Context: an optimization exercise on an open-source flow, tuned for small area. The choices shown serve that exercise and are no tape-out recipe. Only simulation tests tie the RTL to the original design; equivalence was not proved. The flow treats the clock pin as an ideal source. Dropping or thinning the clock tree relies on that and would not hold on a real chip.

==> flow/design.v <==
`timescale 1ns / 1ps
module top(
    input clk,
    input btnC,
    input [0:2] sw,
    input btnU,
    output [6:0] seg,
    output [3:0] an,
    output [0:2] led
    );
    reg [6:0] u;
    reg [5:0] c;
    reg q0, q1, q1d, b;
    reg [2:0] p;
    reg [3:0] O, T, H;
    wire scantick = &u[4:0];
    wire pre = ~u[2] & u[1] & u[0];
    wire slowtick = pre & c[0] & c[2] & ~c[3] & ~c[5];
    wire cfb = c[5] ^ ~(c[4] | (c[3] & c[1]));
    wire bn = q0 & ~q1d;
    wire press = slowtick & bn & ~b;
    wire w2 = sw[0], w1 = sw[1], w0 = sw[2];
    wire [2:0] op;
    assign op[2] = w2 & w1 & w0;
    assign op[1] = ~w0 & (w2 ^ w1);
    assign op[0] = ~w1 & (w2 ^ w0);
    wire [2:0] e = p & {3{scantick}};
    wire dec = e[2];
    wire [4:0] s = {1'b0, O} + {1'b0, dec, dec, dec | e[1], dec | e[0]};
    wire carryO = ~dec & s[3] & (s[2] | s[1]);     
    wire zeroDec = dec & ~s[4];                     
    wire ne = |(T ^ H);
    wire borrowO = zeroDec & ne;
    wire [3:0] On;
    assign On[3] = ~carryO & (zeroDec ? ne : s[3]);
    assign On[2] = ~carryO & ~zeroDec & s[2];
    assign On[1] = carryO ? s[2] : (~zeroDec & s[1]);
    assign On[0] = zeroDec ? ne : s[0];
    wire T9 = T[3] & T[0];
    wire T0 = ~(T[3] | T[2] | T[1] | T[0]);
    wire ci = carryO & T9;                           
    wire bi = borrowO & T0;                          
    wire [3:0] st = T + {borrowO, borrowO, borrowO, carryO | borrowO};
    wire [3:0] Tn = {st[3] & ~ci, st[2] & ~bi, st[1] & ~ci & ~bi, st[0]};
    wire [3:0] Hn = H + {bi, bi, bi, ci | bi};
    always @(posedge clk or posedge btnU) begin
        if (btnU) begin
            u <= 7'd16;
            c <= 6'b001111;
            q0 <= 1'b0;
            q1 <= 1'b0;
            q1d <= 1'b0;
            b <= 1'b0;
            p <= 3'b110;
            O <= 4'd0;
            T <= 4'd0;
            H <= 4'd0;
        end
        else begin
            u <= u + 7'd1;
            c <= {c[4:0], cfb};
            if (slowtick) begin
                q0 <= btnC;
                q1 <= q0;
                q1d <= q1;
                b <= bn;
            end
            if (press)
                p <= op;
            else if (scantick)
                p <= 3'b000;
            O <= On;
            T <= Tn;
            H <= Hn;
        end
    end
    wire valid = ~(p[2] & p[1]);
    wire [1:0] d = u[6:5];
    wire [3:0] v = d[1] ? (d[0] ? 4'd0 : H) : (d[0] ? T : O);
    wire blank = d[1] & ~d[0] & H[3] & (H[2] | H[1]);
    wire [6:0] pat;
    assign pat[0] = ~v[3] & ~v[2] & ~v[1] & v[0] | v[2] & ~v[1] & ~v[0];
    assign pat[1] = v[2] & (v[1] ^ v[0]);
    assign pat[2] = ~v[2] & v[1] & ~v[0];
    assign pat[3] = ~v[2] & ~v[1] & v[0] | v[2] & ~v[1] & ~v[0] | v[2] & v[1] & v[0];
    assign pat[4] = v[0] | v[2] & ~v[1];
    assign pat[5] = ~v[3] & ~v[2] & v[0] | ~v[2] & v[1] | v[1] & v[0];
    assign pat[6] = ~v[3] & ~v[2] & ~v[1] | v[2] & v[1] & v[0];
    assign seg = {valid & (blank | pat[6]), {6{blank}} | pat[5:0]};
    assign an = {valid, valid, valid, 1'b1} & ~(4'b0001 << d);
    assign led = sw;
endmodule
clock: 10.0 ns
lec_check: 0
cap_margin: 20
core_margin: 2
core_utilization: 40
slew_margin: 20
standard.sh (not shown) runs the stock make flow with config.mk's settings and CLKGATE_MAP_FILE= SYNTH_SCRIPT=/design/flow/synth_recipe.tcl, a recipe that flattens the netlist after the stock synthesis.
==> flow/flow/run.sh <==
#!/bin/bash
# Own layout flow: the standard flow, with
#  - synthesis mapped for area: the best of the flow/abc_*.script mappings,
#    with ripple-carry adders and no half/full-adder cells,
#  - port buffers of the smallest buffer cell,
#  - a smaller clock tree: four clkbuf_4 cells driven by the clock port
#    (CTS without dummy loads, then flow/post_cts.tcl drops its root buffer),
#  - placement that is not timing driven (the design has slack to spare).
# Each tool's output goes to a log file in the work folder.
set -euo pipefail
W=$PWD
R=$W/orfs/results/$FLOW_PLATFORM/top/base

bash standard.sh synth > std_synth.log 2>&1
cp $R/1_2_yosys.v std_1_2_yosys.v
grep -oE "sky130_fd_sc_hd__(df|sdf|edf)[a-z]+_[0-9]+ +[^ ]+" std_1_2_yosys.v \
  | sed -E 's/_[0-9]+ / /' | sort > std_regs.txt

# 2. the same flow with the area synthesis
sed -e "s#SYNTH_SCRIPT=[^ ]*#SYNTH_SCRIPT=$W/flow/my_synth.tcl ADDER_MAP_FILE=#" standard.sh > own.sh
rm -f $R/1_2_yosys.v $R/1_2_yosys.sdc $R/1_synth.odb $R/1_synth.sdc
export OWN_FLOW_DIR=$W/flow
bash own.sh synth > own_synth.log 2>&1
grep -oE "sky130_fd_sc_hd__(df|sdf|edf)[a-z]+_[0-9]+ +[^ ]+" $R/1_2_yosys.v \
  | sed -E 's/_[0-9]+ / /' | sort > own_regs.txt
if ! cmp -s std_regs.txt own_regs.txt; then
  echo "registers differ from the standard synthesis" >&2
  exit 1
fi

# 3. the rest of the standard flow
export GPL_TIMING_DRIVEN=0
export PRE_GLOBAL_PLACE_TCL=$W/flow/pre_place.tcl
export BUFFER_PORTS_ARGS="-buffer_cell sky130_fd_sc_hd__buf_1"
export CTS_ARGS="-sink_clustering_enable -repair_clock_nets -dont_use_dummy_load -buf_list sky130_fd_sc_hd__clkbuf_4 -root_buf sky130_fd_sc_hd__clkbuf_4"
export POST_CTS_TCL=$W/flow/post_cts.tcl
bash own.sh finish > own_finish.log 2>&1
test -s out/final.def
==> flow/flow/post_cts.tcl <==
set block [ord::get_db_block]
set root [$block findInst clkbuf_0_clk]
if {$root == "NULL"} { error "no clock root buffer clkbuf_0_clk" }
set in [[$root findITerm A] getNet]
set out [[$root findITerm X] getNet]
set leaves 0
foreach it [$out getITerms] {
  if {[$it getInst] == $root} continue
  if {![string match "sky130_fd_sc_hd__clkbuf*" [[[$it getInst] getMaster] getName]]} {
    error "the clock root buffer drives more than clock buffers"
  }
  incr leaves
}
if {$leaves > 4} { error "$leaves leaf buffers: too many for the clock port to drive" }
foreach it [$out getITerms] {
  if {[$it getInst] == $root} continue
  $it disconnect
  $it connect $in
}
foreach it [$root getITerms] { if {[$it getNet] != "NULL"} { $it disconnect } }
odb::dbInst_destroy $root
odb::dbNet_destroy $out
detailed_placement
check_placement -verbose
estimate_parasitics -placement
report_clock_skew
Other scripts of this flow, unchanged in this note and not shown: flow/flow/abc_n1.script, flow/flow/abc_n7.script, flow/flow/abc_s1.script, flow/flow/abc_s2.script, flow/flow/abc_s3.script, flow/flow/abc_s4.script, flow/flow/abc_s5.script, flow/flow/abc_s6.script, flow/flow/abc_s7.script, flow/flow/abc_s8.script, flow/flow/my_synth.tcl, flow/flow/pre_place.tcl
The first run went through all stages and came out clean.
Next try:
--- a/flow/flow/run.sh
+++ b/flow/flow/run.sh
@@ -5,4 +5,3 @@
 #  - port buffers of the smallest buffer cell,
-#  - a smaller clock tree: four clkbuf_4 cells driven by the clock port
-#    (CTS without dummy loads, then flow/post_cts.tcl drops its root buffer),
+#  - a smaller clock tree (clkbuf_4 cells, no dummy loads),
 #  - placement that is not timing driven (the design has slack to spare).
@@ -35,3 +34,2 @@
 export CTS_ARGS="-sink_clustering_enable -repair_clock_nets -dont_use_dummy_load -buf_list sky130_fd_sc_hd__clkbuf_4 -root_buf sky130_fd_sc_hd__clkbuf_4"
-export POST_CTS_TCL=$W/flow/post_cts.tcl
 bash own.sh finish > own_finish.log 2>&1
removed: flow/flow/post_cts.tcl
Effect: Clock skew hardly moves; routed wire length rose by 1.4%; global-route usage rose by 0.43 points; setup slack got worse by 0.17 ns; final area rose by about 0.43%; critical path depth stays the same; area after synthesis is unchanged; via count rose by about 1%; fmax fell by 3.7%; die area is unchanged.
Next try:
--- a/flow/flow/run.sh
+++ b/flow/flow/run.sh
@@ -4,4 +4,6 @@
 #    with ripple-carry adders and no half/full-adder cells,
+#  - the reset inverter as an inv_2 (flow/post_synth.tcl),
 #  - port buffers of the smallest buffer cell,
-#  - a smaller clock tree (clkbuf_4 cells, no dummy loads),
+#  - a smaller clock tree: four clkbuf_4 cells driven by the clock port
+#    (CTS without dummy loads, then flow/post_cts.tcl drops its root buffer),
 #  - placement that is not timing driven (the design has slack to spare).
@@ -21,2 +23,3 @@
 export OWN_FLOW_DIR=$W/flow
+export POST_SYNTH_TCL=$W/flow/post_synth.tcl
 bash own.sh synth > own_synth.log 2>&1
@@ -34,2 +37,3 @@
 export CTS_ARGS="-sink_clustering_enable -repair_clock_nets -dont_use_dummy_load -buf_list sky130_fd_sc_hd__clkbuf_4 -root_buf sky130_fd_sc_hd__clkbuf_4"
+export POST_CTS_TCL=$W/flow/post_cts.tcl
 bash own.sh finish > own_finish.log 2>&1
==> flow/flow/post_cts.tcl (new file) <==
set block [ord::get_db_block]
set root [$block findInst clkbuf_0_clk]
if {$root == "NULL"} { error "no clock root buffer clkbuf_0_clk" }
set in [[$root findITerm A] getNet]
set out [[$root findITerm X] getNet]
set leaves 0
foreach it [$out getITerms] {
  if {[$it getInst] == $root} continue
  if {![string match "sky130_fd_sc_hd__clkbuf*" [[[$it getInst] getMaster] getName]]} {
    error "the clock root buffer drives more than clock buffers"
  }
  incr leaves
}
if {$leaves > 4} { error "$leaves leaf buffers: too many for the clock port to drive" }
foreach it [$out getITerms] {
  if {[$it getInst] == $root} continue
  $it disconnect
  $it connect $in
}
foreach it [$root getITerms] { if {[$it getNet] != "NULL"} { $it disconnect } }
odb::dbInst_destroy $root
odb::dbNet_destroy $out
detailed_placement
check_placement -verbose
estimate_parasitics -placement
report_clock_skew
==> flow/flow/post_synth.tcl (new file) <==
# An inverter or buffer of the smallest kind that drives many pins (the
# reset inverter drives every flip-flop) becomes the inv_2/buf_2 of the
# same footprint class, so that repair_design need not buffer its net.
set block [ord::get_db_block]
foreach inst [$block getInsts] {
  set m [[$inst getMaster] getName]
  if {$m ni {sky130_fd_sc_hd__clkinv_1 sky130_fd_sc_hd__inv_1}} continue
  set out [$inst findITerm Y]
  set net [$out getNet]
  if {$net == "NULL"} continue
  if {[llength [$net getITerms]] - 1 < 16} continue
  puts "own: $m [$inst getName] drives [expr {[llength [$net getITerms]] - 1}] pins: now sky130_fd_sc_hd__inv_2"
  $inst swapMaster [[ord::get_db] findMaster sky130_fd_sc_hd__inv_2]
}
Outcome:
- global-route usage went down by 1.2 points
- utilization goes down by 0.23 points
- routed wire length goes down by about 3%
- via count increases by about 0.7%

## afterwards: timing with drivers on the ports
How much do the figures lean on ideal ports? The routed layouts below were timed once more, with nothing changed but the port constraints. Step 1, drivers: a clkbuf_16 drives clk and a buf_2 each remaining input, both assumed. Step 2 times the ports against the registers' clock, not the clock port: input delays grow and output delays shrink by t, the midpoint of the rising clock arrivals with the driver on. a / b / c = ideal ports / drivers / drivers and shift; a / b = the first two.
run | shift t [ns] | slack for setup (ns) | latest minus earliest clock arrival (ns) | worst register clock-pin slew, ns | cell pins on the clock port's net
the first run | 0.193 | 5.604 / 5.562 / 5.647 | 0.028 / 0.029 | 0.11 / 0.11 | 4
the second run | 0.351 | 5.436 / 5.414 / 5.647 | 0.028 / 0.029 | 0.11 / 0.11 | 1
the third run | 0.186 | 5.585 / 5.547 / 5.653 | 0.023 / 0.023 | 0.10 / 0.10 | 4
After both steps setup and hold are still met in every run listed.
